This design comes from an exercise in tuning for small area on the open sky130 flow, not from production work.
Only simulation tests tie the RTL to the original design; equivalence was not proved.
Power and IR drop assume default switching activity.

--- run.sh ---
#!/bin/bash
# synth_recipe.tcl (not shown) runs the flow's synth.tcl, then flattens the netlist and writes it again
# the make line also repeats each setting of config.mk as NAME=value (left out here)
make -C /OpenROAD-flow-scripts/flow DESIGN_CONFIG=/design/flow/config.mk WORK_HOME=/design/flow/orfs CLKGATE_MAP_FILE= SYNTH_SCRIPT=/design/flow/synth_recipe.tcl finish
--- design.v ---
`timescale 1ns / 10ps
`timescale 1ns / 10ps
`timescale 1ns / 10ps
`timescale 1ns / 10ps
`timescale 1ns / 10ps
`timescale 1ns / 10ps
`timescale 1ns / 10ps
module usb_tx (
    input clk, n_rst,
    input logic [7:0] tx_packet_data,
    input logic [6:0] buffer_occupancy,
    input logic [7:0] tx_req,
    output logic dp_out, dm_out,
    output logic tx_transfer_active, tx_error, get_tx_packet_data,
    output logic tx_req_clr
);
    typedef enum logic [4:0] {
        IDLE = 5'd0, EIDLE = 5'd1, END1 = 5'd2, END_TX = 5'd3,
        WAIT_EOP = 5'd8, SEND_EOP1 = 5'd9, SEND_EOP2 = 5'd10,
        LOAD_SYNC = 5'd16, SEND_SYNC = 5'd17, LOAD_PID = 5'd18, SEND_PID = 5'd19,
        FETCH_TX_DATA = 5'd20, LOAD_TX_DATA = 5'd21, SEND_TX_DATA = 5'd22,
        LOAD_CRC1 = 5'd24, SEND_CRC1 = 5'd25, LOAD_CRC2 = 5'd26, SEND_CRC2 = 5'd27
    } state_t;
    state_t state, next_state;
    logic [3:0] pd, bc;
    logic [1:0] cyc;
    logic [7:0] sr;
    logic d_out, d_inv;
    logic is_data, is_hand, is_none, occ0;
    assign is_data = tx_req == 8'd1 || tx_req == 8'd2;
    assign is_hand = tx_req == 8'd3 || tx_req == 8'd4 || tx_req == 8'd5;
    assign is_none = !is_data && !is_hand;
    assign occ0 = buffer_occupancy == 7'd0;
    logic active, eop, strobe, bc8, byte_done;
    assign active = state[4] | state[3];
    assign eop = state[4:3] == 2'b01;
    assign strobe = pd == ((cyc == 2'd2) ? 4'd8 : 4'd7);
    assign bc8 = bc == 4'd8;
    assign byte_done = bc8 && pd == 4'd6;
    always_comb begin
        next_state = state;
        case (state)
            IDLE, EIDLE: begin
                if (is_data && occ0) next_state = EIDLE;
                else if (!is_none) next_state = LOAD_SYNC;
            end
            LOAD_SYNC: next_state = SEND_SYNC;
            SEND_SYNC: if (byte_done) next_state = LOAD_PID;
            LOAD_PID: next_state = SEND_PID;
            SEND_PID: begin
                if (bc8 && pd == 4'd4) begin
                    if (is_data) next_state = FETCH_TX_DATA;
                end else if (byte_done) next_state = WAIT_EOP;
            end
            FETCH_TX_DATA: next_state = LOAD_TX_DATA;
            LOAD_TX_DATA: next_state = SEND_TX_DATA;
            SEND_TX_DATA: begin
                if (!occ0) begin
                    if (bc8 && pd == 4'd4) next_state = FETCH_TX_DATA;
                end else if (bc8 && pd == 4'd5) next_state = LOAD_CRC1;
            end
            LOAD_CRC1: next_state = SEND_CRC1;
            SEND_CRC1: if (bc8 && pd == 4'd5) next_state = LOAD_CRC2;
            LOAD_CRC2: next_state = SEND_CRC2;
            SEND_CRC2: if (byte_done) next_state = WAIT_EOP;
            WAIT_EOP: if (strobe) next_state = SEND_EOP1;
            SEND_EOP1: if (strobe) next_state = SEND_EOP2;
            SEND_EOP2: if (strobe) next_state = END1;
            END1, END_TX: next_state = is_none ? IDLE : END_TX;
            default: next_state = state;
        endcase
    end
    logic load;
    logic [7:0] ld;
    assign load = state == LOAD_SYNC || state == LOAD_PID || state == LOAD_TX_DATA ||
                  state == LOAD_CRC1 || state == LOAD_CRC2;
    always_comb begin
        case (state)
            LOAD_SYNC: ld = 8'h01;
            LOAD_PID: begin
                case (tx_req)
                    8'd1: ld = 8'b11000011;
                    8'd2: ld = 8'b01001011;
                    8'd3: ld = 8'b11010010;
                    8'd4: ld = 8'b01011010;
                    8'd5: ld = 8'b00011110;
                    default: ld = 8'hff;
                endcase
            end
            LOAD_TX_DATA: ld = tx_packet_data;
            default: ld = 8'h55;
        endcase
    end
    always_ff @(posedge clk, negedge n_rst) begin
        if (!n_rst) begin
            state <= IDLE;
            pd <= '0;
            cyc <= '0;
            bc <= '0;
            sr <= 8'hff;
            d_out <= 1'b1;
            d_inv <= 1'b0;
        end else begin
            state <= next_state;
            if (!active) begin
                pd <= '0;
                cyc <= '0;
                bc <= '0;
            end else begin
                if (strobe) begin
                    pd <= '0;
                    cyc <= (cyc == 2'd2) ? 2'd0 : cyc + 2'd1;
                    bc <= bc8 ? 4'd1 : bc + 4'd1;
                end else pd <= pd + 4'd1;
            end
            if (load) sr <= ld;
            else if (strobe) sr <= {1'b1, sr[7:1]};
            if (strobe) begin
                if (eop) begin
                    d_out <= 1'b0;
                    d_inv <= 1'b0;
                end else begin
                    d_out <= sr[0] ? d_out : ~d_out;
                    d_inv <= sr[0] ? ~d_out : d_out;
                end
            end
        end
    end
    assign dp_out = d_out;
    assign dm_out = d_inv;
    assign tx_transfer_active = active;
    assign tx_error = state == EIDLE;
    assign get_tx_packet_data = state == FETCH_TX_DATA;
    assign tx_req_clr = state == END1 || state == EIDLE;
endmodule
`timescale 1ns / 10ps
`timescale 1ns / 10ps
`timescale 1ns / 10ps
`timescale 1ns / 10ps
`timescale 1ns / 10ps
`timescale 1ns / 10ps
`timescale 1ns / 10ps
module usb_rx #(
) (
    input clk, n_rst,
    input logic dp_in, dm_in,
    input logic [6:0] buffer_occupancy,
    output logic flush,
    output logic rx_data_ready, rx_transfer_active, rx_error, rx_store_packet_data,
    output logic [7:0] rx_packet_data,
    output logic [2:0] rx_packet
);
    typedef enum logic [4:0] {
        IDLE = 5'd0, PID = 5'd1, ERROR = 5'd2, EOP = 5'd3,
        WAIT1 = 5'd4, WAIT2 = 5'd5, WAIT3 = 5'd6, WAIT4 = 5'd7, WAIT5 = 5'd8,
        TOKEN = 5'd16, DATA = 5'd17, WAIT = 5'd18,
        WAITA = 5'd19, WAITB = 5'd20, WAITC = 5'd21, WAITD = 5'd22, WAITE = 5'd23, WAITF = 5'd24
    } state_t;
    state_t state, next_state;
    logic prev_dp, prev_dm, d_orig;
    logic [3:0] pd, bc;
    logic [1:0] cyc;
    logic [7:0] sr, byte_reg;
    logic pv, ppv, pppv, pep;
    logic [2:0] next_rx_packet;
    logic restart, strobe, se0, end_packet, error, start_count, tclr, full;
    assign restart = state == WAIT5;
    assign strobe = pd == ((cyc == 2'd2) ? 4'd8 : 4'd7);
    assign se0 = !dp_in && !dm_in;
    assign end_packet = strobe && se0 && !prev_dp && !prev_dm;
    assign error = strobe && se0 && prev_dp && prev_dm;
    assign start_count = state == IDLE && pppv && byte_reg == 8'h01;
    assign tclr = error || start_count;
    assign full = buffer_occupancy == 7'd64;
    always_comb begin
        next_state = state;
        case (state)
            IDLE: if (pppv) begin
                if (byte_reg == 8'h01) next_state = PID;
                else if (byte_reg == 8'hc0) next_state = ERROR;
            end
            PID: begin
                if (end_packet) next_state = ERROR;
                else if (ppv) begin
                    if (byte_reg[2:0] == 3'd3) next_state = DATA;
                    else if (byte_reg[3:0] == 4'd1 || byte_reg[3:0] == 4'd2 || byte_reg[3:0] == 4'd4)
                        next_state = TOKEN;
                    else next_state = ERROR;
                end
            end
            TOKEN: if (end_packet) next_state = EOP;
            DATA: begin
                if (pep) next_state = EOP;
                else if (ppv) next_state = full ? ERROR : WAIT;
            end
            WAIT: begin
                if (pep || end_packet) next_state = EOP;
                else if (full) next_state = WAITA;
                else next_state = DATA;
            end
            WAITA: next_state = WAITB;
            WAITB: next_state = WAITC;
            WAITC: next_state = WAITD;
            WAITD: next_state = WAITE;
            WAITE: next_state = WAITF;
            WAITF: next_state = (!end_packet && full) ? ERROR : WAIT;
            EOP, ERROR: next_state = WAIT1;
            WAIT1: next_state = WAIT2;
            WAIT2: next_state = WAIT3;
            WAIT3: next_state = WAIT4;
            WAIT4: next_state = WAIT5;
            default: next_state = IDLE;
        endcase
    end
    always_comb begin
        case (byte_reg)
            8'b11100001: next_rx_packet = 3'd0;
            8'b11010011: next_rx_packet = 3'd1;
            8'b11000011: next_rx_packet = 3'd2;
            8'b01001011: next_rx_packet = 3'd3;
            8'b11010010: next_rx_packet = 3'd4;
            default: next_rx_packet = 3'd7;
        endcase
    end
    always_ff @(posedge clk, negedge n_rst) begin
        if (!n_rst) begin
            state <= IDLE;
            prev_dp <= 1'b1;
            prev_dm <= 1'b0;
            d_orig <= 1'b0;
            pd <= '0;
            cyc <= '0;
            bc <= '0;
            sr <= '0;
            byte_reg <= '0;
            pv <= 1'b0;
            ppv <= 1'b0;
            pppv <= 1'b0;
            pep <= 1'b0;
            rx_packet <= 3'd7;
            rx_data_ready <= 1'b0;
        end else if (restart) begin
            state <= IDLE;
            prev_dp <= 1'b1;
            prev_dm <= 1'b0;
            d_orig <= 1'b0;
            pd <= '0;
            cyc <= '0;
            bc <= '0;
            sr <= '0;
            byte_reg <= '0;
            pv <= 1'b0;
            ppv <= 1'b0;
            pppv <= 1'b0;
            pep <= 1'b0;
            rx_packet <= 3'd7;
            rx_data_ready <= 1'b0;
        end else begin
            state <= next_state;
            if (strobe) begin
                prev_dp <= dp_in;
                prev_dm <= dm_in;
                if (dp_in != dm_in) d_orig <= dp_in == prev_dp;
                sr <= {d_orig, sr[7:1]};
            end
            if (tclr) begin
                pd <= '0;
                cyc <= '0;
                bc <= '0;
            end else if (strobe) begin
                pd <= '0;
                cyc <= (cyc == 2'd2) ? 2'd0 : cyc + 2'd1;
                bc <= (bc == 4'd8) ? 4'd1 : bc + 4'd1;
            end else pd <= pd + 4'd1;
            byte_reg <= sr;
            if (strobe) pv <= bc == 4'd8;
            ppv <= !ppv && strobe && pv;
            pppv <= ppv;
            pep <= end_packet;
            if (state == PID && ppv) rx_packet <= next_rx_packet;
            if (state == EOP) rx_data_ready <= 1'b1;
        end
    end
    assign flush = state == PID && ppv && byte_reg[2:0] == 3'd3;
    assign rx_transfer_active = state[4] || (state == PID && ppv);
    assign rx_error = state == ERROR;
    assign rx_store_packet_data = state == DATA && !pep && ppv && !full;
    assign rx_packet_data = byte_reg;
endmodule
`timescale 1ns / 10ps
module data_buffer #(
) (
    input clk, n_rst,
    input logic flush, clear,
    input logic get_rx_data, get_tx_packet_data,
    input logic store_tx_data, store_rx_packet_data,
    input logic [7:0] tx_data, rx_packet_data,
    output logic [6:0] buffer_occupancy,
    output logic [7:0] tx_packet_data, rx_data
);
    logic [7:0] mem [0:63];
    logic [5:0] wptr, rptr;
    logic [6:0] occ, hwm;
    logic [7:0] txd, rxd;
    logic clr, st, gt, wen;
    logic [7:0] wdata, rdata;
    assign clr = clear | flush;
    assign st = store_tx_data | store_rx_packet_data;
    assign gt = get_tx_packet_data | get_rx_data;
    assign wen = !clr && !occ[6] && st;
    assign wdata = store_tx_data ? tx_data : rx_packet_data;
    assign rdata = (hwm > {1'b0, rptr}) ? mem[rptr] : 8'h00;
    always_ff @(posedge clk) begin
        if (wen) mem[wptr] <= wdata;
    end
    always_ff @(posedge clk, negedge n_rst) begin
        if (!n_rst) begin
            wptr <= '0;
            rptr <= '0;
            occ <= '0;
            hwm <= '0;
            txd <= '0;
            rxd <= '0;
        end else begin
            if (wen && {1'b0, wptr} == hwm) hwm <= hwm + 7'd1;
            if (clr) wptr <= '0;
            else if (wen) wptr <= wptr + 6'd1;
            if (clr) rptr <= '0;
            else if (gt) rptr <= rptr + 6'd1;
            if (clr) occ <= '0;
            else if (st && !gt && !occ[6]) occ <= occ + 7'd1;
            else if (gt && !st && occ != 7'd0) occ <= occ - 7'd1;
            if (!clr && get_tx_packet_data) txd <= rdata;
            if (!clr && !get_tx_packet_data && get_rx_data) rxd <= rdata;
        end
    end
    assign tx_packet_data = txd;
    assign rx_data = rxd;
    assign buffer_occupancy = occ;
endmodule
`timescale 1ns / 10ps
`timescale 1ns / 10ps
module ahb_subordinate_lite (
    input logic clk,
    input logic n_rst,
    input logic hsel,
    input logic [3:0] haddr,
    input logic [1:0] hsize,
    input logic [1:0] htrans,
    input logic hwrite,
    input logic [31:0] hwdata,
    output logic [31:0] hrdata,
    output logic hresp,
    output logic hready,
    input logic [2:0] rx_packet,
    input logic rx_data_ready,
    input logic rx_transfer_active,
    input logic rx_error,
    input logic [6:0] buffer_occupancy,
    input logic [7:0] rx_data,
    output logic get_rx_data,
    output logic store_tx_data,
    output logic [7:0] tx_data,
    output logic clear,
    output logic [7:0] tx_req,
    input logic tx_transfer_active,
    input logic tx_error,
    input logic tx_req_clr
);
    localparam logic [2:0] M_IDLE = 3'b000, M_ERR2 = 3'b001, M_ERR1 = 3'b011,
                           M_W0 = 3'b100, M_SEQ = 3'b110;
    logic [2:0] mode, next_mode;
    logic [2:0] step;
    logic rd;
    logic [3:0] paddr;
    logic [1:0] psize;
    logic wv;
    logic [7:0] win [0:3];
    logic [7:0] r12, r13;
    logic [2:0] rxp_d;
    logic rdy_d, rxa_d, txa_d, rxe_d, txe_d;
    logic [6:0] occ_d;
    assign hready = !mode[2] && !mode[1];
    assign hresp = mode[0];
    logic seq, err, last;
    assign seq = (mode == M_SEQ);
    always_comb begin
        case (psize)
            2'd0: last = (step == 3'd3);
            2'd1: last = (step == 3'd4);
            default: last = (step == 3'd6);
        endcase
    end
    assign err = haddr == 4'd9 || haddr == 4'd10 || haddr == 4'd11 || haddr == 4'd14 || haddr == 4'd15 ||
                 (hwrite && haddr[3:2] != 2'b00 && haddr != 4'd12 && haddr != 4'd13) ||
                 (hwrite && haddr == 4'd12 && hsize == 2'd2);
    always_comb begin
        next_mode = mode;
        if (!hsel) next_mode = M_IDLE;
        else begin
            case (mode)
                M_IDLE: if (htrans != 2'b00) begin
                    if (err) next_mode = M_ERR1;
                    else if (haddr[3:2] != 2'b00) next_mode = hwrite ? M_W0 : M_IDLE;
                    else next_mode = M_SEQ;
                end
                M_ERR1: next_mode = M_ERR2;
                M_SEQ: if (last) next_mode = M_IDLE;
                default: next_mode = M_IDLE;
            endcase
        end
    end
    always_ff @(posedge clk, negedge n_rst) begin
        if (!n_rst) mode <= M_IDLE;
        else mode <= next_mode;
    end
    always_ff @(posedge clk) begin
        step <= seq ? step + 3'd1 : 3'd0;
        if (hready) rd <= !hwrite;
    end
    logic [2:0] s1, s3;
    assign s1 = step - 3'd1;
    assign s3 = step - 3'd3;
    logic pop;
    logic [1:0] pop_idx, tx_idx;
    always_comb begin
        case (psize)
            2'd0: begin get_rx_data = step == 3'd0; pop = step == 3'd1; end
            2'd1: begin get_rx_data = step[2:1] == 2'b00; pop = s1[2:1] == 2'b00; end
            default: begin get_rx_data = !step[2]; pop = !s1[2]; end
        endcase
        get_rx_data = get_rx_data && seq && rd;
        pop = pop && seq && rd && step != 3'd0;
        store_tx_data = seq && !rd && (step >= 3'd3);
    end
    assign pop_idx = paddr[1:0] + s1[1:0];
    assign tx_idx = paddr[1:0] + s3[1:0];
    assign tx_data = win[tx_idx];
    function automatic logic lanesel(input logic [1:0] a, input logic [1:0] sz, input logic [1:0] k);
        lanesel = sz[1] || (sz[0] ? a[1] == k[1] : a == k);
    endfunction
    always_ff @(posedge clk, negedge n_rst) begin
        if (!n_rst) begin
            paddr <= 4'h9;
            psize <= 2'b0;
            wv <= 1'b0;
        end else begin
            if (hsel && hready) begin
                paddr <= haddr;
                psize <= hsize;
            end
            if (hready) wv <= hsel && htrans != 2'b00 && hwrite &&
                              (haddr[3:2] == 2'b00 || haddr == 4'd12 || haddr == 4'd13);
        end
    end
    logic bw_win, bw_reg;
    assign bw_win = hsel && wv && !paddr[3];
    assign bw_reg = hsel && wv && paddr[3];
    always_ff @(posedge clk, negedge n_rst) begin
        if (!n_rst) begin
            win[0] <= '0; win[1] <= '0; win[2] <= '0; win[3] <= '0;
            r12 <= '0;
            r13 <= '0;
            rxp_d <= 3'd7;
            rdy_d <= 1'b0; rxa_d <= 1'b0; txa_d <= 1'b0; rxe_d <= 1'b0; txe_d <= 1'b0;
            occ_d <= '0;
        end else begin
            for (int k = 0; k < 4; k++) begin
                if (pop && pop_idx == k[1:0]) win[k] <= rx_data;
                else if (bw_win && lanesel(paddr[1:0], psize, k[1:0])) win[k] <= hwdata[8*k +: 8];
            end
            if (bw_reg && lanesel(paddr[1:0], psize, 2'd0)) r12 <= hwdata[7:0];
            else if (tx_req_clr) r12 <= 8'd0;
            if (r13[0]) r13 <= 8'd0;
            else if (bw_reg && lanesel(paddr[1:0], psize, 2'd1)) r13 <= hwdata[15:8];
            rxp_d <= rx_packet;
            rdy_d <= rx_data_ready;
            rxa_d <= rx_transfer_active;
            txa_d <= tx_transfer_active;
            rxe_d <= rx_error;
            txe_d <= tx_error;
            occ_d <= buffer_occupancy;
        end
    end
    assign clear = r13[0];
    assign tx_req = r12;
    logic [3:0] ra;
    logic [1:0] rs;
    logic [31:0] rv;
    logic [7:0] st4;
    assign ra = hready ? haddr : paddr;
    assign rs = hready ? hsize : psize;
    assign st4 = {2'b00, rxp_d == 3'd3, rxp_d == 3'd2, rxp_d == 3'd4, rxp_d == 3'd0, rxp_d == 3'd1, rdy_d};
    always_comb begin
        for (int k = 0; k < 4; k++) begin
            logic [7:0] b;
            case (ra[3:2])
                2'd0: b = win[k];
                2'd1: b = (k == 0) ? st4 : (k == 1) ? {6'b0, txa_d, rxa_d} :
                          (k == 2) ? {7'b0, rxe_d} : {7'b0, txe_d};
                2'd2: b = (k == 0) ? {1'b0, occ_d} : 8'h00;
                default: b = (k == 0) ? r12 : (k == 1) ? r13 : 8'h00;
            endcase
            rv[8*k +: 8] = (lanesel(ra[1:0], rs, k[1:0]) && !hresp) ? b : 8'h00;
        end
    end
    always_ff @(posedge clk) begin
        if (hsel) hrdata <= rv;
    end
endmodule
`timescale 1ns / 10ps
module top_level #(
) (
    input logic clk,
    input logic n_rst,
    input logic hsel,
    input logic [3:0] haddr,
    input logic [1:0] hsize,
    input logic [1:0] htrans,
    input logic hwrite,
    input logic [31:0] hwdata,
    output logic [31:0] hrdata,
    output logic hresp,
    output logic hready,
    input logic dp_in,
    input logic dm_in,
    output logic d_mode,
    output logic dp_out,
    output logic dm_out
);
    logic [6:0] occupancy;
    logic rx_transfer_active, rx_data_ready, rx_error;
    logic [2:0] rx_packet;
    logic [7:0] tx_req;
    logic tx_req_clr;
    logic flush;
    logic [7:0] rx_data, tx_data;
    logic get_rx_data, store_tx_data;
    logic clear;
    logic [7:0] tx_packet_data, rx_packet_data;
    logic store_rx_packet_data, get_tx_packet_data;
    logic tx_transfer_active, tx_error;
    assign d_mode = tx_transfer_active;
    ahb_subordinate_lite ahb(
        .clk(clk),
        .n_rst(n_rst),
        .hsel(hsel),
        .haddr(haddr),
        .hsize(hsize),
        .htrans(htrans),
        .hwrite(hwrite),
        .hwdata(hwdata),
        .hrdata(hrdata),
        .hready(hready),
        .hresp(hresp),
        .rx_packet(rx_packet),
        .rx_data_ready(rx_data_ready),
        .rx_transfer_active(rx_transfer_active),
        .rx_error(rx_error),
        .buffer_occupancy(occupancy),
        .rx_data(rx_data),
        .get_rx_data(get_rx_data),
        .store_tx_data(store_tx_data),
        .tx_data(tx_data),
        .clear(clear),
        .tx_req(tx_req),
        .tx_transfer_active(tx_transfer_active),
        .tx_error(tx_error),
        .tx_req_clr(tx_req_clr)
    );
    data_buffer buffer(
        .clk(clk),
        .n_rst(n_rst),
        .flush(flush),
        .clear(clear),
        .get_rx_data(get_rx_data),
        .get_tx_packet_data(get_tx_packet_data),
        .store_tx_data(store_tx_data),
        .store_rx_packet_data(store_rx_packet_data),
        .tx_data(tx_data),
        .rx_packet_data(rx_packet_data),
        .buffer_occupancy(occupancy),
        .tx_packet_data(tx_packet_data),
        .rx_data(rx_data)
    );
    usb_tx transmitter(
        .clk(clk),
        .n_rst(n_rst),
        .tx_packet_data(tx_packet_data),
        .buffer_occupancy(occupancy),
        .tx_req(tx_req),
        .dp_out(dp_out),
        .dm_out(dm_out),
        .tx_transfer_active(tx_transfer_active),
        .tx_error(tx_error),
        .get_tx_packet_data(get_tx_packet_data),
        .tx_req_clr(tx_req_clr)
    );
    usb_rx rx (
        .clk(clk),
        .n_rst(n_rst),
        .dp_in(dp_in),
        .dm_in(dm_in),
        .buffer_occupancy(occupancy),
        .flush(flush),
        .rx_data_ready(rx_data_ready),
        .rx_error(rx_error),
        .rx_store_packet_data(store_rx_packet_data),
        .rx_packet(rx_packet),
        .rx_packet_data(rx_packet_data),
        .rx_transfer_active(rx_transfer_active)
    );
endmodule
--- config.mk ---
export PLATFORM = sky130hd
export DESIGN_NAME = top_level
export DESIGN_NICKNAME = top_level
export VERILOG_FILES = /design/flow/design.v
export SDC_FILE = /design/flow/constraint.sdc
export NUM_CORES = 4
export LEC_CHECK = 0
export CAP_MARGIN = 20
export CORE_MARGIN = 2
export CORE_UTILIZATION = 60
export CTS_BUF_LIST = sky130_fd_sc_hd__clkbuf_4
export CTS_CLUSTER_SIZE = 30
export SLEW_MARGIN = 20
--- constraint.sdc ---
create_clock -name core_clock -period 10.0 [get_ports {clk}]
set_input_delay 2.0000 -clock core_clock [delete_from_list [all_inputs] [get_ports {clk}]]
set_output_delay 2.0000 -clock core_clock [all_outputs]
set_load 0.01 [all_outputs]
==> results of run 1 <==
layout make-up:
| cell class | count | share of cell area (%) |
|---|---|---|
| clock inverters | 59 | 0.981 |
| flip-flops and latches | 730 | 59.5 |
| inverters | 37 | 0.393 |
| repair buffers | 105 | 2.81 |
| well taps | 688 | 2.44 |
| diodes | 2 | 0.0142 |
| clock buffers | 274 | 5.82 |
| multi-input cells | 1267 | 28.1 |
per-stage QoR:
step	util [%]	hold slack (ns)
floorplan	-	0.354
global placement	63.0	0.358
detailed placement	63.0	0.357
CTS	67.6	0.366
global route	67.7	0.369
finish	67.7	0.366
how the worst max path moves through the flow:
stage	start	to	slack (ns)	depth (start not counted)
6_report	transmitter.state[3]	d_mode	5.16	3
2_1_floorplan	haddr[3]	ahb.hrdata[2]	6.41	4
3_3_place_gp	hsel	ahb.win[2][6]	5.30	7
5_1_grt	transmitter.state[3]	d_mode	4.90	3
4_1_cts	transmitter.state[3]	d_mode	5.03	3
3_5_place_dp	hsel	ahb.win[2][0]	5.20	7
critical path, delay by kind of cell (launching register included):
kind          cells  cell delay (ns)
buf+inv           2             0.77
flops             1             0.58
simple gates      1             0.49
metal layers:
| metal | vias to the layer above | part of all wire, % | track usage, % |
|---|---|---|---|
| li1 | 8686 | - | - |
| met3 | 163 | 8.1 | 6.80 |
| met4 | 0 | 3.4 | 12.2 |
| met2 | 836 | 48 | 45.9 |
| met5 | - | 0 | 0 |
| met1 | 9626 | 40 | 39.1 |
cell families after synthesis:
| group | share of synthesized area, % |
|---|---|
| DFF | 66.5 |
| and+or+nand+nor | 8.82 |
| AOI/OAI and AO/OA | 7.21 |
| muxes | 13.0 |
| buffers and inverters | 2.07 |
| xor gates and xnor gates | 1.03 |
| adders and majority gates | 1.37 |
power by group:
group / switching [W] / total [W] / internal, W / leakage [nW]
sequential: 0.000279 / 0.00395 / 0.00367 / 7.40
combinational: 0.000898 / 0.00153 / 0.000634 / 4.06
clock: 0.00121 / 0.00255 / 0.00134 / 1.41
cells in the mapped netlist, types with 5 or more instances:
cell	n	area, µm²
a211oi_1	10	75.1
a21boi_0	6	45.0
a21o_1	12	90.1
a21oi_1	112	561
a221oi_1	17	149
a22o_1	18	158
a22oi_1	26	195
a31oi_1	9	56.3
and2_1	37	231
and3_1	10	62.6
buf_1	7	26.3
buf_2	25	125
buf_4	14	105
buf_6	5	56.3
clkbuf_1	54	203
dfrtp_1	164	4100
dfstp_2	18	473
edfxtp_1	545	16400
ha_1	33	413
inv_1	32	120
mux2_2	28	315
mux2i_1	144	1440
mux4_2	103	2320
nand2_1	127	477
nand2b_1	17	106
nand3_1	25	125
nand3b_1	9	67.6
nand4_1	8	50.1
nor2_1	223	837
nor2b_1	21	131
nor3_1	39	195
nor3b_1	11	82.6
o211ai_1	12	90.1
o21ai_0	59	295
o221ai_1	8	70.1
o22a_1	5	43.8
o22ai_1	11	68.8
o31ai_1	14	105
or2_2	5	31.3
or3_1	7	43.8
xnor2_1	24	210
xor2_1	13	114
==> notes.md, run 1 <==
Outcome: complete, no violations
Max reg flops: 512
Avg Inst Size Synth: 14.8 µm²
Cells along the critical path: nor2_1, inv_1, clkdlybuf4s50_1
WL per Instance: 24.1 µm
Async set-or-reset flop fraction in the synthesized netlist: 24.9%
Initial antenna violation count: 1
Iter 0 DRT Violations: 2040
# DRC: 0
Critical path fanouts, max: 18
Arr. time, crit path: 2.84 ns
Register-to-Register Path Depth: 8
Routed vias: 19300
Hold Path Stages: 0
Number of hold violations in the final report: 0
Clk buf depth: 3
Gate Count Post-Synth: 2139
Crit share post-route: 48.4%
Global route total overflow: 0
Vias in the first global route: 19500
Detailed Place HPWL: 48100 µm
Syn Std Cell Area: 31600 µm²
Crit Path Category: flip-flop to output port
Placement Cell Area: 32900 µm²
Max_cap viols: 0
P_leak: 12.9 nW
Core Region: 52200 µm²
Io pins: 83
Ys Warns: 5
Final Cell Area: 35300 µm²
Actual slew at the worst max-slew pin: 1.15 ns
Via density: 6.11
Proportion of synthesized chip area in sequential cells: 66.5%
DRT antenna net count: 0
Final setup fails: 0
RSZ-0062 raised after global routing: no
Critical Path End Type: output port
Predominant post-synthesis flop cell: edfxtp_1
Cell variety after synth: 84
Pins over their slew limit: 0
Min-delay src: rx.rx_packet[0]
First-pass DRT Iterations: 5
Gr usage total: 29.0%
Largest net degree at the start of global routing: 69
Share of cells above drive strength 1: 20.0%
VDD IR max: 0.142 mV
Setup Fix Bufs, Post-CTS: 0
Clk latency of the worst-skew pair: 1.02 ns
Crit Reg-Reg Startpoint: buffer.rptr[1]
Wire length of the first global-routing pass: 116000 µm
H-tree levels: 4
Design Power: 0.00803 W
Area delta synth->final: 12.0%
Die area: 54500 µm²
Rel. slew slack: 23.5%
Final worst slack: 5.16 ns
Hold endpoint: ahb.rxp_d[0]
CTS Sinks: 730
Root Buffer: clkbuf_4
Post-CTS Resized: 0
Multi-input logic area: 9920 µm²
R2R setup slack: 5.89 ns
Final wirelength: 76200 µm
Net count after synthesis: 2219
Worst min-delay path category: flip-flop to flip-flop
Slowest CP cell: dfrtp_1
Commonest cells after routing, fill and taps aside: edfxtp_1, clkbuf_4, nor2_1
Seq cells post-synth: 730
Final #Nets: 2407
TritonCTS Buffers: 186
CP Launch Type: flip-flop
Fin crit period: 4.84 ns
Post-Layout Cell Count: 3162
Final GP Congestion: 0.876
PD cells: 227 nW/µm²
Post-placement cell count: 2826
Port Buffer Count: 82
Die W: 233 µm
Fmax achieved: 206 MHz
Register area: 21000 µm²
Largest Register: buffer.mem
Starting density of the core: 60.4%
Height of the die: 233 µm
Post-CTS Hold Buffers: 0
# rows: 84
Setup Total Neg Slack: 0 ns
Largest regs: buffer.mem: 512 flops, ahb.hrdata: 32 flops, ahb.win: 32 flops
TritonCTS clock tree: done
FILL cells: 3762
Clock Pin Slew Worst Setup and Hold Paths: 0.06 ns
Most common cell after layout, fill and taps aside: edfxtp_1
Skew final: 0.0575 ns
CP max stage delay: 0.58 ns
Post-place setup slack: 5.20 ns
Crit Reg-Reg Endpoint: buffer.rxd[1]
Post-synth EDFFs: 545
WP data required: 8.00 ns
==> inputs of run 2 (changes only) <==
--- a/config.mk
+++ b/config.mk
@@ -8,6 +8,4 @@
 export CAP_MARGIN = 20
 export CORE_MARGIN = 2
-export CORE_UTILIZATION = 60
-export CTS_BUF_LIST = sky130_fd_sc_hd__clkbuf_4
-export CTS_CLUSTER_SIZE = 30
+export CORE_UTILIZATION = 40
 export SLEW_MARGIN = 20
==> run 2 against run 1 <==
Worst hold slack better by 0.0033 ns. Global-route usage decreased by 9.8 points. Power up 3.1%. Critical path type unchanged. Critical endpoint unchanged. Largest power group unchanged. Highest routed layer is now met5.
==> notes.md, run 2 <==
CP Launch Type: flip-flop
Fmax achieved: 226 MHz (+9.6%)
Post-synth EDFFs: 545 (unchanged)
WP data required: 8.00 ns (about the same)
Hold Path Stages: 0 (unchanged)
Commonest cells after routing, fill and taps aside: edfxtp_1, nor2_1, dfrtp_1
Most common cell after layout, fill and taps aside: edfxtp_1
Register-to-Register Path Depth: 8 (unchanged)
Io pins: 83 (unchanged)
DRT antenna net count: 0 (unchanged)
Area delta synth->final: 13.4%
Die area: 81200 µm² (+49%)
Predominant post-synthesis flop cell: edfxtp_1
Arr. time, crit path: 2.42 ns (-0.42 ns)
Post-CTS Resized: 0 (unchanged)
Multi-input logic area: 9920 µm² (about the same)
CTS Sinks: 730 (unchanged)
Crit Path Category: flip-flop to output port
Largest cells by area after synthesis: edfxtp_1, dfrtp_1, mux4_2
FILL cells: 6865 (+82%)
Cell variety after synth: 84 (unchanged)
Min-delay src: rx.rx_packet[0]
# rows: 103 (+23%)
P_leak: 12.6 nW (-1.8%)
Final setup fails: 0 (unchanged)
Final wirelength: 78700 µm (+3.3%)
Largest area contributor in the netlist: edfxtp_1
Starting density of the core: 40.1% (-20 points)
Synth top area share: 51.9% (unchanged)
WL per Instance: 23.7 µm (-1.8%)
Clk latency of the worst-skew pair: 0.64 ns (-0.38 ns)
Ys Warns: 5 (unchanged)
Commonest cells in the netlist: edfxtp_1, nor2_1, dfrtp_1
Worst min-delay path category: flip-flop to flip-flop
# DRC: 0 (unchanged)
Clk buf depth: 3 (unchanged)
First-pass DRT Iterations: 6 (+1)
VDD IR max: 0.161 mV (+13%)
Largest regs: buffer.mem: 512 flops, ahb.hrdata: 32 flops, ahb.win: 32 flops
Post-CTS Hold Buffers: 0 (unchanged)
Max_cap viols: 0 (unchanged)
Height of the die: 285 µm (+22%)
Rel. slew slack: 23.8% (+0.36 points)
Crit Reg-Reg Startpoint: buffer.rptr[1]
Final #Nets: 2298 (-4.5%)
Setup Fix Bufs, Post-CTS: 0 (unchanged)
Avg Inst Size Synth: 14.8 µm² (unchanged)
Fin crit period: 4.42 ns (-0.425 ns)
Number of hold violations in the final report: 0 (unchanged)
Detailed Place HPWL: 50400 µm (+4.8%)
Outcome: complete, no violations
PD cells: 231 nW/µm² (+1.8%)
Pins over their slew limit: 0 (unchanged)
Core Region: 78600 µm² (+50%)
Gr usage total: 19.2% (-9.8 points)
Largest net degree at the start of global routing: 108 (+57%)
Cell with the most instances after synthesis: edfxtp_1
Post-Layout Cell Count: 3327 (+5.2%)
Final GP Congestion: 0.851 (-2.8%)
Critical Path End Type: output port
Gate Count Post-Synth: 2139 (unchanged)
RSZ-0062 raised after global routing: no
Wire length of the first global-routing pass: 118000 µm (+1.9%)
Port Buffer Count: 82 (unchanged)
Crit share post-route: 44.2% (-4.2 points)
Largest Register: buffer.mem
Max reg flops: 512 (unchanged)
Via density: 5.67 (-7.2%)
Initial antenna violation count: 1 (unchanged)
Seq cells post-synth: 730 (unchanged)
Proportion of synthesized chip area in sequential cells: 66.5% (unchanged)
Global route total overflow: 0 (unchanged)
Die W: 285 µm (+22%)
Crit Reg-Reg Endpoint: buffer.txd[5]
Post-placement cell count: 3189 (+13%)
Root Buffer: clkbuf_16
TritonCTS Buffers: 76 (-59%)
R2R setup slack: 5.65 ns (-0.24 ns)
Setup Total Neg Slack: 0 ns (unchanged)
H-tree levels: 3 (-1)
TritonCTS clock tree: done
Hold endpoint: ahb.rxp_d[0]
Skew final: 0.0207 ns (-0.0369 ns)
Diode count: 0 (-2)
Register area: 21000 µm² (unchanged)
Async set-or-reset flop fraction in the synthesized netlist: 24.9% (unchanged)
Routed vias: 18900 (-2.4%)
Actual slew at the worst max-slew pin: 1.14 ns (-0.00538 ns)
Iter 0 DRT Violations: 1797 (-12%)
Clock Pin Slew Worst Setup and Hold Paths: 0.06 ns (about the same)
Vias in the first global route: 18500 (-4.8%)
Syn Std Cell Area: 31600 µm² (unchanged)
Net count after synthesis: 2219 (unchanged)
Share of cells above drive strength 1: 13.6% (-6.4 points)
Critical path fanouts, max: 18 (unchanged)
[run 2: cell counts after synthesis]
No cell type changed its count.
[run 2: how the worst max path moves through the flow]
stage                         startpoint       endpoint  slack [ns]  cells past startpoint
CTS                 transmitter.state[3]         d_mode        5.52                      3
finish              transmitter.state[3]         d_mode        5.58                      3
global placement                haddr[2]  ahb.hrdata[0]        5.59                      4
floorplan                       haddr[3]  ahb.hrdata[2]        6.41                      4
detailed placement              haddr[2]  ahb.hrdata[0]        5.53                      4
global route        transmitter.state[3]         d_mode        5.41                      3
[run 2: critical path: stages, from the launching register on]
cell,delay [ns]
dfrtp_1,0.57
nor2_1,0.44
inv_1,0.25
clkdlybuf4s50_1,0.53
[run 2: power by group]
group | switching [W] | leakage, nW | internal (W)
Sequential | 0.000311 | 7.40 | 0.00368
Clock | 0.00120 | 1.17 | 0.00157
Combinational | 0.000897 | 4.07 | 0.000636
Total | 0.00240 | 12.6 | 0.00588
[run 2: through the flow]
step / total power (W) / worst slack [ns] / cell area [µm²] / hold slack (ns) / utilization [%]
2_1_floorplan: 0.00501 / 6.41 / 31600 / 0.354 / -
3_3_place_gp: 0.00552 / 5.59 / 33400 / 0.362 / 42.4
3_5_place_dp: 0.00558 / 5.53 / 33400 / 0.363 / 42.4
4_1_cts: 0.00833 / 5.52 / 35800 / 0.371 / 45.5
5_1_grt: 0.00863 / 5.41 / 35800 / 0.374 / 45.5
6_report: 0.00828 / 5.58 / 35800 / 0.370 / 45.5
[run 2: layer usage]
layer / vias to the layer above / share of wire, % / wire (µm) / GRT usage [%]
met5: - / 0.017 / 13 / 0
met1: 9701 / 43 / 33900 / 26.3
met2: 676 / 48 / 37900 / 31.3
li1: 8335 / - / - / -
met4: 2 / 2.6 / 2020 / 6.02
met3: 139 / 6.2 / 4880 / 3.31
[run 2: kinds of logic after synthesis]
logic type / count (synthesis) / synth area share (%)
simple gates: 570 / 8.82
fa+ha+maj: 34 / 1.37
compound gates: 350 / 7.21
buf+inv: 142 / 2.07
xor+xnor: 37 / 1.03
flops: 730 / 66.5
mux: 276 / 13.0
[run 2: area by class of cell]
cell class / count / area share (%)
Tap cell: 1050 / 3.67
Clock inverter: 31 / 0.846
Sequential cell: 730 / 58.7
Inverter: 37 / 0.388
Clock buffer: 106 / 5.89
Timing Repair Buffer: 106 / 2.80
Multi-Input combinational cell: 1267 / 27.7
==> inputs of run 3 (changes only) <==
--- a/design.v
+++ b/design.v
@@ -35,5 +35,5 @@
     assign active = state[4] | state[3];
     assign eop = state[4:3] == 2'b01;
-    assign strobe = pd == ((cyc == 2'd2) ? 4'd8 : 4'd7);
+    assign strobe = active && pd == ((cyc == 2'd2) ? 4'd8 : 4'd7);
     assign bc8 = bc == 4'd8;
     assign byte_done = bc8 && pd == 4'd6;
@@ -95,12 +95,20 @@
         if (!n_rst) begin
             state <= IDLE;
-            pd <= '0;
-            cyc <= '0;
-            bc <= '0;
-            sr <= 8'hff;
             d_out <= 1'b1;
             d_inv <= 1'b0;
         end else begin
             state <= next_state;
+            if (strobe) begin
+                if (eop) begin
+                    d_out <= 1'b0;
+                    d_inv <= 1'b0;
+                end else begin
+                    d_out <= sr[0] ? d_out : ~d_out;
+                    d_inv <= sr[0] ? ~d_out : d_out;
+                end
+            end
+        end
+    end
+    always_ff @(posedge clk) begin
             if (!active) begin
                 pd <= '0;
@@ -116,14 +124,4 @@
             if (load) sr <= ld;
             else if (strobe) sr <= {1'b1, sr[7:1]};
-            if (strobe) begin
-                if (eop) begin
-                    d_out <= 1'b0;
-                    d_inv <= 1'b0;
-                end else begin
-                    d_out <= sr[0] ? d_out : ~d_out;
-                    d_inv <= sr[0] ? ~d_out : d_out;
-                end
-            end
-        end
     end
     assign dp_out = d_out;
@@ -161,5 +159,6 @@
     logic [3:0] pd, bc;
     logic [1:0] cyc;
-    logic [7:0] sr, byte_reg;
+    logic [8:0] sr;
+    logic [7:0] cur_byte, prev_byte;
     logic pv, ppv, pppv, pep;
     logic [2:0] next_rx_packet;
@@ -170,5 +169,7 @@
     assign end_packet = strobe && se0 && !prev_dp && !prev_dm;
     assign error = strobe && se0 && prev_dp && prev_dm;
-    assign start_count = state == IDLE && pppv && byte_reg == 8'h01;
+    assign cur_byte = sr[8:1];
+    assign prev_byte = sr[7:0];
+    assign start_count = state == IDLE && pppv && cur_byte == 8'h01;
     assign tclr = error || start_count;
     assign full = buffer_occupancy == 7'd64;
@@ -177,12 +178,12 @@
         case (state)
             IDLE: if (pppv) begin
-                if (byte_reg == 8'h01) next_state = PID;
-                else if (byte_reg == 8'hc0) next_state = ERROR;
+                if (cur_byte == 8'h01) next_state = PID;
+                else if (cur_byte == 8'hc0) next_state = ERROR;
             end
             PID: begin
                 if (end_packet) next_state = ERROR;
                 else if (ppv) begin
-                    if (byte_reg[2:0] == 3'd3) next_state = DATA;
-                    else if (byte_reg[3:0] == 4'd1 || byte_reg[3:0] == 4'd2 || byte_reg[3:0] == 4'd4)
+                    if (prev_byte[2:0] == 3'd3) next_state = DATA;
+                    else if (prev_byte[3:0] == 4'd1 || prev_byte[3:0] == 4'd2 || prev_byte[3:0] == 4'd4)
                         next_state = TOKEN;
                     else next_state = ERROR;
@@ -214,5 +215,5 @@
     end
     always_comb begin
-        case (byte_reg)
+        case (prev_byte)
             8'b11100001: next_rx_packet = 3'd0;
             8'b11010011: next_rx_packet = 3'd1;
@@ -233,5 +234,4 @@
             bc <= '0;
             sr <= '0;
-            byte_reg <= '0;
             pv <= 1'b0;
             ppv <= 1'b0;
@@ -249,5 +249,4 @@
             bc <= '0;
             sr <= '0;
-            byte_reg <= '0;
             pv <= 1'b0;
             ppv <= 1'b0;
@@ -262,5 +261,5 @@
                 prev_dm <= dm_in;
                 if (dp_in != dm_in) d_orig <= dp_in == prev_dp;
-                sr <= {d_orig, sr[7:1]};
+                sr <= {d_orig, sr[8:1]};
             end
             if (tclr) begin
@@ -273,5 +272,4 @@
                 bc <= (bc == 4'd8) ? 4'd1 : bc + 4'd1;
             end else pd <= pd + 4'd1;
-            byte_reg <= sr;
             if (strobe) pv <= bc == 4'd8;
             ppv <= !ppv && strobe && pv;
@@ -282,9 +280,9 @@
         end
     end
-    assign flush = state == PID && ppv && byte_reg[2:0] == 3'd3;
+    assign flush = state == PID && ppv && prev_byte[2:0] == 3'd3;
     assign rx_transfer_active = state[4] || (state == PID && ppv);
     assign rx_error = state == ERROR;
     assign rx_store_packet_data = state == DATA && !pep && ppv && !full;
-    assign rx_packet_data = byte_reg;
+    assign rx_packet_data = prev_byte;
 endmodule
 `timescale 1ns / 10ps
@@ -310,5 +308,23 @@
     assign wen = !clr && !occ[6] && st;
     assign wdata = store_tx_data ? tx_data : rx_packet_data;
-    assign rdata = (hwm > {1'b0, rptr}) ? mem[rptr] : 8'h00;
+    logic valid;
+    logic [63:0] rsel;
+    assign valid = hwm > {1'b0, rptr};
+    always_comb begin
+        rsel = '0;
+        rsel[rptr] = valid;
+    end
+    genvar b, g;
+    generate
+        for (b = 0; b < 8; b++) begin : rbit
+            logic [21:0] t;
+            for (g = 0; g < 21; g++) begin : grp
+                rd_aoi3 u (.d({mem[3*g+2][b], mem[3*g+1][b], mem[3*g][b]}),
+                           .s(rsel[3*g+2:3*g]), .y(t[g]));
+            end
+            assign t[21] = !(mem[63][b] && rsel[63]);
+            assign rdata[b] = !(&t);
+        end
+    endgenerate
     always_ff @(posedge clk) begin
         if (wen) mem[wptr] <= wdata;
@@ -339,4 +355,11 @@
     assign buffer_occupancy = occ;
 endmodule
+module rd_aoi3 (
+    input logic [2:0] d,
+    input logic [2:0] s,
+    output logic y
+);
+    assign y = !((d[0] && s[0]) || (d[1] && s[1]) || (d[2] && s[2]));
+endmodule
 `timescale 1ns / 10ps
 `timescale 1ns / 10ps
@@ -416,4 +439,8 @@
     end
     always_ff @(posedge clk) begin
+        if (hsel && hready) begin
+            paddr <= haddr;
+            psize <= hsize;
+        end
         step <= seq ? step + 3'd1 : 3'd0;
         if (hready) rd <= !hwrite;
@@ -442,12 +469,6 @@
     always_ff @(posedge clk, negedge n_rst) begin
         if (!n_rst) begin
-            paddr <= 4'h9;
-            psize <= 2'b0;
             wv <= 1'b0;
         end else begin
-            if (hsel && hready) begin
-                paddr <= haddr;
-                psize <= hsize;
-            end
             if (hready) wv <= hsel && htrans != 2'b00 && hwrite &&
                               (haddr[3:2] == 2'b00 || haddr == 4'd12 || haddr == 4'd13);
==> flow/run.sh (new file) <==
#!/bin/bash
# Standard layout with two changes: port buffers use the smallest buffer cell,
# and clock tree synthesis uses small clock buffers without dummy loads.
set -euo pipefail
bash standard.sh \
  "BUFFER_PORTS_ARGS=-buffer_cell sky130_fd_sc_hd__buf_1" \
  "CTS_ARGS=-sink_clustering_enable -repair_clock_nets -dont_use_dummy_load -buf_list sky130_fd_sc_hd__clkbuf_8 -sink_clustering_size 20 -sink_clustering_max_diameter 50" \
  finish > orfs_make.log 2>&1
==> standard.sh (new file) <==
#!/bin/bash
# synth_recipe.tcl (not shown) runs the flow's synth.tcl, then flattens the netlist and writes it again
# the make line also repeats each setting of config.mk as NAME=value (left out here)
make -C /OpenROAD-flow-scripts/flow DESIGN_CONFIG=/design/flow/config.mk WORK_HOME=/design/flow/orfs CLKGATE_MAP_FILE= SYNTH_SCRIPT=/design/flow/synth_recipe.tcl "${@:-finish}"
--- a/config.mk
+++ b/config.mk
@@ -8,4 +8,6 @@
 export CAP_MARGIN = 20
 export CORE_MARGIN = 2
-export CORE_UTILIZATION = 40
+export CORE_UTILIZATION = 60
 export SLEW_MARGIN = 20
+export SYNTH_HIERARCHICAL = 1
+export SYNTH_MINIMUM_KEEP_SIZE = 0
removed: run.sh
==> run 3 against run 2 <==
Still clean on timing, DRC and antenna. Sequential share of layout area is 6.4 points higher. Wire length is 1.6% higher. Power is 22% lower. Die area is 36% lower. Core utilization is 19 points higher. Largest power group unchanged.
==> notes.md, run 3 <==
Outcome: complete, no violations
RSZ-0062 raised after global routing: no
Synth top area share: 55.8% (+4.0 points)
WP data required: 10.62 ns (+2.62 ns)
Io pins: 83 (unchanged)
Die area: 51900 µm² (-36%)
Final wirelength: 80000 µm (+1.6%)
Avg Inst Size Synth: 14.2 µm² (-3.9%)
Commonest cells after routing, fill and taps aside: edfxtp_1, nor2_1, a222oi_1
Share of cells above drive strength 1: 9.09% (-4.5 points)
Final GP Congestion: 1.06 (+25%)
Async set-or-reset flop fraction in the synthesized netlist: 20.9% (-4.0 points)
Post-CTS Resized: 0 (unchanged)
Actual slew at the worst max-slew pin: 1.19 ns (+0.0488 ns)
# rows: 82 (-20%)
Register-to-Register Path Depth: 14 (+6)
Min-delay src: rx.rx_packet[2]
Worst min-delay path category: flip-flop to flip-flop
Max reg flops: 512 (unchanged)
Largest area contributor in the netlist: edfxtp_1
R2R setup slack: 5.32 ns (-0.33 ns)
Setup Fix Bufs, Post-CTS: 0 (unchanged)
Area delta synth->final: 6.43%
Multi-input logic area: 8770 µm² (-12%)
Net count after synthesis: 2199 (-0.90%)
Final #Nets: 2303 (+0.22%)
Critical path fanouts, max: 31 (+13)
Seq cells post-synth: 723 (-0.96%)
Skew final: 0.0970 ns (+0.0764 ns)
Syn Std Cell Area: 30100 µm² (-4.7%)
Hold endpoint: ahb.rxp_d[2]
Post-Layout Cell Count: 2894 (-13%)
DRT antenna net count: 0 (unchanged)
Detailed Place HPWL: 54200 µm (+7.6%)
# DRC: 0 (unchanged)
Routed vias: 19600 (+4.0%)
Gr usage total: 30.8% (+12 points)
Crit Path Category: flip-flop to flip-flop
Clk buf depth: 3 (unchanged)
Core Region: 49900 µm² (-37%)
Iter 0 DRT Violations: 2892 (+61%)
Post-synth EDFFs: 559 (+2.6%)
Port Buffer Count: 82 (unchanged)
TritonCTS clock tree: done
CTS Sinks: 723 (-0.96%)
Gate Count Post-Synth: 2120 (-0.89%)
Largest net degree at the start of global routing: 78 (-28%)
Clock Pin Slew Worst Setup and Hold Paths: 0.09 ns (+0.03 ns)
TritonCTS Buffers: 60 (-21%)
Proportion of synthesized chip area in sequential cells: 69.3% (+2.7 points)
FILL cells: 3801 (-45%)
Hold Path Stages: 0 (unchanged)
Diode count: 0 (unchanged)
Starting density of the core: 60.3% (+20 points)
Final setup fails: 0 (unchanged)
Fmax achieved: 214 MHz (-5.5%)
VDD IR max: 0.158 mV (-1.9%)
Cell with the most instances after synthesis: edfxtp_1
Global route total overflow: 0 (unchanged)
Number of hold violations in the final report: 0 (unchanged)
PD cells: 202 nW/µm² (-13%)
Fin crit period: 4.68 ns (+0.256 ns)
Vias in the first global route: 18800 (+1.2%)
Fin util: 64.2% (+19 points)
Crit Reg-Reg Startpoint: buffer.rptr[4]
Root Buffer: clkbuf_8
Post-CTS Hold Buffers: 0 (unchanged)
Commonest cells in the netlist: edfxtp_1, nor2_1, a222oi_1
Post-placement cell count: 2834 (-11%)
Cell variety after synth: 104 (+24%)
Largest regs: buffer.mem: 512 flops, ahb.hrdata: 32 flops, ahb.win: 32 flops
Wire length of the first global-routing pass: 121000 µm (+2.1%)
CP Launch Type: flip-flop
Height of the die: 228 µm (-20%)
Rel. slew slack: 20.0% (-3.9 points)
WL per Instance: 27.6 µm (+17%)
Die W: 228 µm (-20%)
Crit Reg-Reg Endpoint: buffer.rxd[4]
Largest Register: buffer.mem
Initial antenna violation count: 0 (-1)
Most common cell after layout, fill and taps aside: edfxtp_1
Arr. time, crit path: 5.30 ns (+2.88 ns)
Register area: 20800 µm² (-0.85%)
H-tree levels: 2 (-1)
Max_cap viols: 0 (unchanged)
Clk latency of the worst-skew pair: 0.75 ns (+0.11 ns)
Ys Warns: 11 (+6)
Critical Path End Type: flip-flop
Setup Total Neg Slack: 0 ns (unchanged)
Pins over their slew limit: 0 (unchanged)
Largest cells by area after synthesis: edfxtp_1, dfrtp_1, a222oi_1
Predominant post-synthesis flop cell: edfxtp_1
Via density: 6.77 (+20%)
First-pass DRT Iterations: 14 (+8)
P_leak: 11.3 nW (-11%)
Crit share post-route: 46.8% (+2.6 points)
## run 3: cell type report
type | instances | area share [%]
multi-input cells | 1277 | 27.4
clock buffers | 60 | 2.58
repair buffers | 115 | 1.74
well taps | 672 | 2.63
flip-flops and latches | 723 | 65.1
inverters | 47 | 0.559
## run 3: through the flow
stage	worst slack (ns)	hold slack, ns	instance area, µm²	power [W]
2_1_floorplan	6.51	0.352	30100	0.00461
3_3_place_gp	5.20	0.361	31000	0.00502
3_5_place_dp	5.45	0.358	31100	0.00508
4_1_cts	5.46	0.370	32000	0.00647
5_1_grt	5.11	0.377	32000	0.00674
6_report	5.32	0.368	32000	0.00648
## run 3: layer usage
metal | track usage, % | part of all wire [%]
met5 | 0 | 0
met4 | 11.1 | 3.6
met3 | 4.48 | 9.5
met2 | 48.4 | 47
met1 | 44.6 | 40
## run 3: worst max-delay path, cell delays in order (launching register included)
cell      delay, ns
dfrtp_1        0.46
clkinv_1       0.30
ha_1           0.40
a21o_1         0.17
a211oi_1       0.24
a21oi_1        0.28
nand3_1        0.17
buf_4          0.46
nor3_1         0.30
a222oi_1       0.59
nand4_1        0.18
nor4_1         0.62
nand2_1        0.17
nor2_1         0.15
a21oi_1        0.09
## run 3: worst max-delay path by stage
stage	from	to	slack, ns	cells after the start
4_1_cts	buffer.rptr[1]	buffer.rxd[4]	5.46	13
3_5_place_dp	buffer.rptr[0]	buffer.rxd[4]	5.45	13
5_1_grt	buffer.rptr[4]	buffer.rxd[6]	5.11	15
2_1_floorplan	haddr[2]	ahb.hrdata[3]	6.51	5
3_3_place_gp	buffer.rptr[4]	buffer.rxd[1]	5.20	14
6_report	buffer.rptr[4]	buffer.rxd[4]	5.32	14
## run 3: report_power, final
| part | internal [W] | switching, W | leakage, nW | total [W] |
|---|---|---|---|---|
| clock | 0.000532 | 0.000903 | 0.431 | 0.00143 |
| sequential | 0.00354 | 0.000259 | 7.57 | 0.00380 |
| combinational | 0.000406 | 0.000831 | 3.27 | 0.00124 |
| total | 0.00448 | 0.00199 | 11.3 | 0.00648 |
## run 3: cell families (layout without fill, tap and decap cells)
kind of cell	Yosys count	in the layout	synth area share, %
compound gates	445	445	11.6
mux	65	65	2.61
flops	723	723	69.3
buf+inv	120	222	2.04
simple gates	691	691	11.8
xor+xnor	42	42	1.22
fa+ha+maj	34	34	1.43
## run 3: Yosys stat by module, one instance, submodules excluded, excerpt
module,flip-flops and latches,copies in the design,cells inside
ahb_subordinate_lite,109,1,446
usb_tx,25,1,203
usb_rx,35,1,247
rd_aoi3,0,168,1
data_buffer,554,1,1056
==> inputs of run 4 (changes only) <==
==> flow/run.sh (replaced) <==
#!/bin/bash
# Standard layout with two changes: port buffers use the smallest buffer cell,
# and clock tree synthesis uses small clock buffers without dummy loads.
set -euo pipefail
bash standard.sh \
  "BUFFER_PORTS_ARGS=-buffer_cell sky130_fd_sc_hd__buf_1" \
  "CTS_ARGS=-sink_clustering_enable -repair_clock_nets -dont_use_dummy_load -buf_list sky130_fd_sc_hd__clkbuf_4 -sink_clustering_size 10 -sink_clustering_max_diameter 40" \
  finish > orfs_make.log 2>&1
==> run 4 against run 3 <==
Final cell count grew 1.6%. Critical endpoint is now buffer.rxd[3]. Clock-buffer cell count is 41 higher. Non-clock buffer count stayed put. Largest power group unchanged. Critical path type unchanged. Highest routed layer unchanged.
==> notes.md, run 4 <==
H-tree levels: 3 (+1)
Number of hold violations in the final report: 0 (unchanged)
Clk buf depth: 3 (unchanged)
WL per Instance: 27.3 µm (-1.3%)
Seq cells post-synth: 723 (unchanged)
Skew final: 0.137 ns (+0.0399 ns)
Post-CTS Hold Buffers: 0 (unchanged)
Critical path fanouts, max: 31 (unchanged)
Detailed Place HPWL: 54200 µm (unchanged)
Crit share post-route: 46.4% (-0.37 points)
VDD IR max: 0.127 mV (-19%)
Post-Layout Cell Count: 2939 (+1.6%)
Post-CTS Resized: 0 (unchanged)
Largest net degree at the start of global routing: 78 (unchanged)
Critical Path End Type: flip-flop
Fmax achieved: 216 MHz (+0.79%)
Most common cell after layout, fill and taps aside: edfxtp_1
Post-placement cell count: 2834 (unchanged)
Gate Count Post-Synth: 2120 (unchanged)
Number of buffers and inverters on the critical path: 2 (unchanged)
Critical path depth: 14 (unchanged)
Vias in the first global route: 19000 (+1.5%)
Cells along the critical path: clkinv_1, ha_1, nand4b_1, a21o_1, a21oi_1, nand2_1, buf_4, nor3_1, a222oi_1, nand3_1, nor2_1, nand2_1, nor2_1, a21oi_1
Io pins: 83 (unchanged)
Outcome: complete, no violations
Cell variety after synth: 104 (unchanged)
Port Buffer Count: 82 (unchanged)
Pins over their slew limit: 0 (unchanged)
Routed vias: 19800 (+0.79%)
Rel. slew slack: 21.2% (+1.2 points)
Commonest cells after routing, fill and taps aside: edfxtp_1, nor2_1, a222oi_1
Cell with the most instances after synthesis: edfxtp_1
PD cells: 200 nW/µm² (-0.92%)
TritonCTS Buffers: 101 (+68%)
Setup Fix Bufs, Post-CTS: 0 (unchanged)
CP max stage delay: 0.99 ns (+0.37 ns)
Core Region: 49900 µm² (unchanged)
Final #Nets: 2344 (+1.8%)
R2R setup slack: 5.36 ns (+0.04 ns)
Iter 0 DRT Violations: 3069 (+6.1%)
Crit Reg-Reg Startpoint: buffer.rptr[4]
Arr. time, crit path: 5.45 ns (+0.15 ns)
Actual slew at the worst max-slew pin: 1.17 ns (-0.0176 ns)
Largest regs: buffer.mem: 512 flops, ahb.hrdata: 32 flops, ahb.win: 32 flops
Largest cells by area after synthesis: edfxtp_1, dfrtp_1, a222oi_1
Gr usage total: 31.0% (+0.13 points)
Die area: 51900 µm² (unchanged)
Max reg flops: 512 (unchanged)
Final GP Congestion: 1.06 (unchanged)
Avg Inst Size Synth: 14.2 µm² (unchanged)
Largest Register: buffer.mem
Height of the die: 228 µm (unchanged)
Via density: 6.72 (-0.75%)
TritonCTS clock tree: done
Largest area contributor in the netlist: edfxtp_1
# rows: 82 (unchanged)
Register area: 20800 µm² (unchanged)
Clk latency of the worst-skew pair: 0.93 ns (+0.18 ns)
CTS Sinks: 723 (unchanged)
Area delta synth->final: 6.26%
Predominant post-synthesis flop cell: edfxtp_1
Worst min-delay path category: flip-flop to flip-flop
Multi-input logic area: 8770 µm² (about the same)
Global route total overflow: 0 (unchanged)
RSZ-0062 raised after global routing: no
Share of cells above drive strength 1: 10.8% (+1.7 points)
Proportion of synthesized chip area in sequential cells: 69.3% (unchanged)
DRT antenna net count: 0 (unchanged)
Post-synth EDFFs: 559 (unchanged)
Hold endpoint: ahb.rxp_d[0]
Setup Total Neg Slack: 0 ns (unchanged)
First-pass DRT Iterations: 14 (unchanged)
Crit Reg-Reg Endpoint: buffer.rxd[3]
Wire length of the first global-routing pass: 121000 µm (+0.17%)
Net count after synthesis: 2199 (unchanged)
CP Launch Type: flip-flop
Starting density of the core: 60.3% (unchanged)
P_leak: 11.3 nW (+0.30%)
Final wirelength: 80200 µm (+0.25%)
Root Buffer: clkbuf_4
Synth top area share: 55.8% (unchanged)
Hold Path Stages: 0 (unchanged)
Min-delay src: rx.rx_packet[0]
FILL cells: 3841 (+1.1%)
Slowest CP cell: nor3_1
Final setup fails: 0 (unchanged)
Clock Pin Slew Worst Setup and Hold Paths: 0.11 ns (+0.02 ns)
Register-to-Register Path Depth: 14 (unchanged)
Async set-or-reset flop fraction in the synthesized netlist: 20.9% (unchanged)
Fin crit period: 4.64 ns (-0.0368 ns)
Cell family with most CP delay: simple AND/OR/NAND/NOR gates
Die W: 228 µm (unchanged)
Commonest cells in the netlist: edfxtp_1, nor2_1, a222oi_1
Ys Warns: 11 (unchanged)
# DRC: 0 (unchanged)
WP data required: 10.81 ns (+0.19 ns)
Crit Path Category: flip-flop to flip-flop
Max_cap viols: 0 (unchanged)
Syn Std Cell Area: 30100 µm² (unchanged)
Initial antenna violation count: 1 (+1)
## run 4: power by group
part | leakage, nW | total (W) | switching [W] | internal [W]
Clock | 0.465 | 0.00136 | 0.000902 | 0.000461
Combinational | 3.27 | 0.00124 | 0.000832 | 0.000406
Sequential | 7.57 | 0.00380 | 0.000260 | 0.00354
## run 4: stage by stage
step | instance area [µm²] | power (W) | util [%] | hold slack, ns | setup WS [ns]
final | 32000 | 0.00641 | 64.1 | 0.363 | 5.36
after global routing | 31900 | 0.00669 | 64.1 | 0.373 | 5.10
after CTS | 31900 | 0.00641 | 64.0 | 0.367 | 5.46
after detailed placement | 31100 | 0.00508 | 62.5 | 0.358 | 5.45
after global placement | 31000 | 0.00502 | 62.2 | 0.361 | 5.20
after floorplan | 30100 | 0.00461 | - | 0.352 | 6.51
## run 4: area by class of cell
cell class              instances  share of cell area, %
flip-flops and latches        723                   65.2
well taps                     672                   2.63
inverters                      47                  0.560
multi-input cells            1277                   27.5
repair buffers                115                   1.74
clock buffers                 101                   2.37
diodes                          4                 0.0313
## run 4: how the worst max path moves through the flow
stage          slack (ns)       endpoint      startpoint
2_1_floorplan        6.51  ahb.hrdata[3]        haddr[2]
3_3_place_gp         5.20  buffer.rxd[1]  buffer.rptr[4]
3_5_place_dp         5.45  buffer.rxd[4]  buffer.rptr[0]
4_1_cts              5.46  buffer.rxd[6]  buffer.rptr[4]
5_1_grt              5.10  buffer.rxd[6]  buffer.rptr[4]
6_report             5.36  buffer.rxd[3]  buffer.rptr[4]
## run 4: cell families (layout without fill, tap and decap cells)
| logic type | after synthesis | count (layout) | share of synthesized area (%) |
|---|---|---|---|
| flip-flops | 723 | 723 | 69.3 |
| AND/OR/NAND/NOR | 691 | 691 | 11.8 |
| buffers and inverters | 120 | 263 | 2.04 |
| adder cells (fa/ha/maj) | 34 | 34 | 1.43 |
| multiplexers | 65 | 65 | 2.61 |
| XOR/XNOR | 42 | 42 | 1.22 |
| other | 0 | 4 | 0 |
| AO/OA/AOI/OAI | 445 | 445 | 11.6 |
## run 4: layer usage
| metal | track usage (%) | vias up | share of wire (%) |
|---|---|---|---|
| met3 | 5.66 | 189 | 9.1 |
| met1 | 44.4 | 9748 | 40 |
| li1 | - | 8762 | - |
| met4 | 9.58 | 0 | 3.4 |
| met2 | 48.8 | 1059 | 47 |
| met5 | 0 | - | 0 |
## run 4: per-module statistics from Yosys, one instance, submodules excluded, a selection
module	cells	cell area [µm²]	flops+latches	copies in the design
ahb_subordinate_lite	446	5190	109	1
data_buffer	1056	19300	554	1
rd_aoi3	1	10.0	0	168
usb_rx	247	2130	35	1
usb_tx	203	1730	25	1

-- re-timing with driven ports --
No port has a modelled driver above. Below, the same layouts with a new extraction and two added sets of constraints.
Step 1 (the two cells are an assumption about what drives the block):
set clk [get_ports {clk}]
set_driving_cell -lib_cell sky130_fd_sc_hd__clkbuf_16 $clk
set_driving_cell -lib_cell sky130_fd_sc_hd__buf_2 [delete_from_list [all_inputs] $clk]
Step 2 also shifts input and output timing later by t, the mid clock arrival at the registers, as if the neighbouring blocks saw the same clock.
Slacks: no drivers / after step 1 / after step 2; pairs: no drivers / after step 1.
run | t, ns | setup slack, ns | pins driven straight from the clock port
run 1 | 1.051 | 5.155 / 5.100 / 5.210 | 1
run 2 | 0.689 | 5.580 / 5.516 / 5.583 | 1
run 3 | 0.761 | 5.324 / 5.324 / 5.324 | 1
run 4 | 0.923 | 5.360 / 5.360 / 5.360 | 1
After both steps every run listed still meets setup and hold.
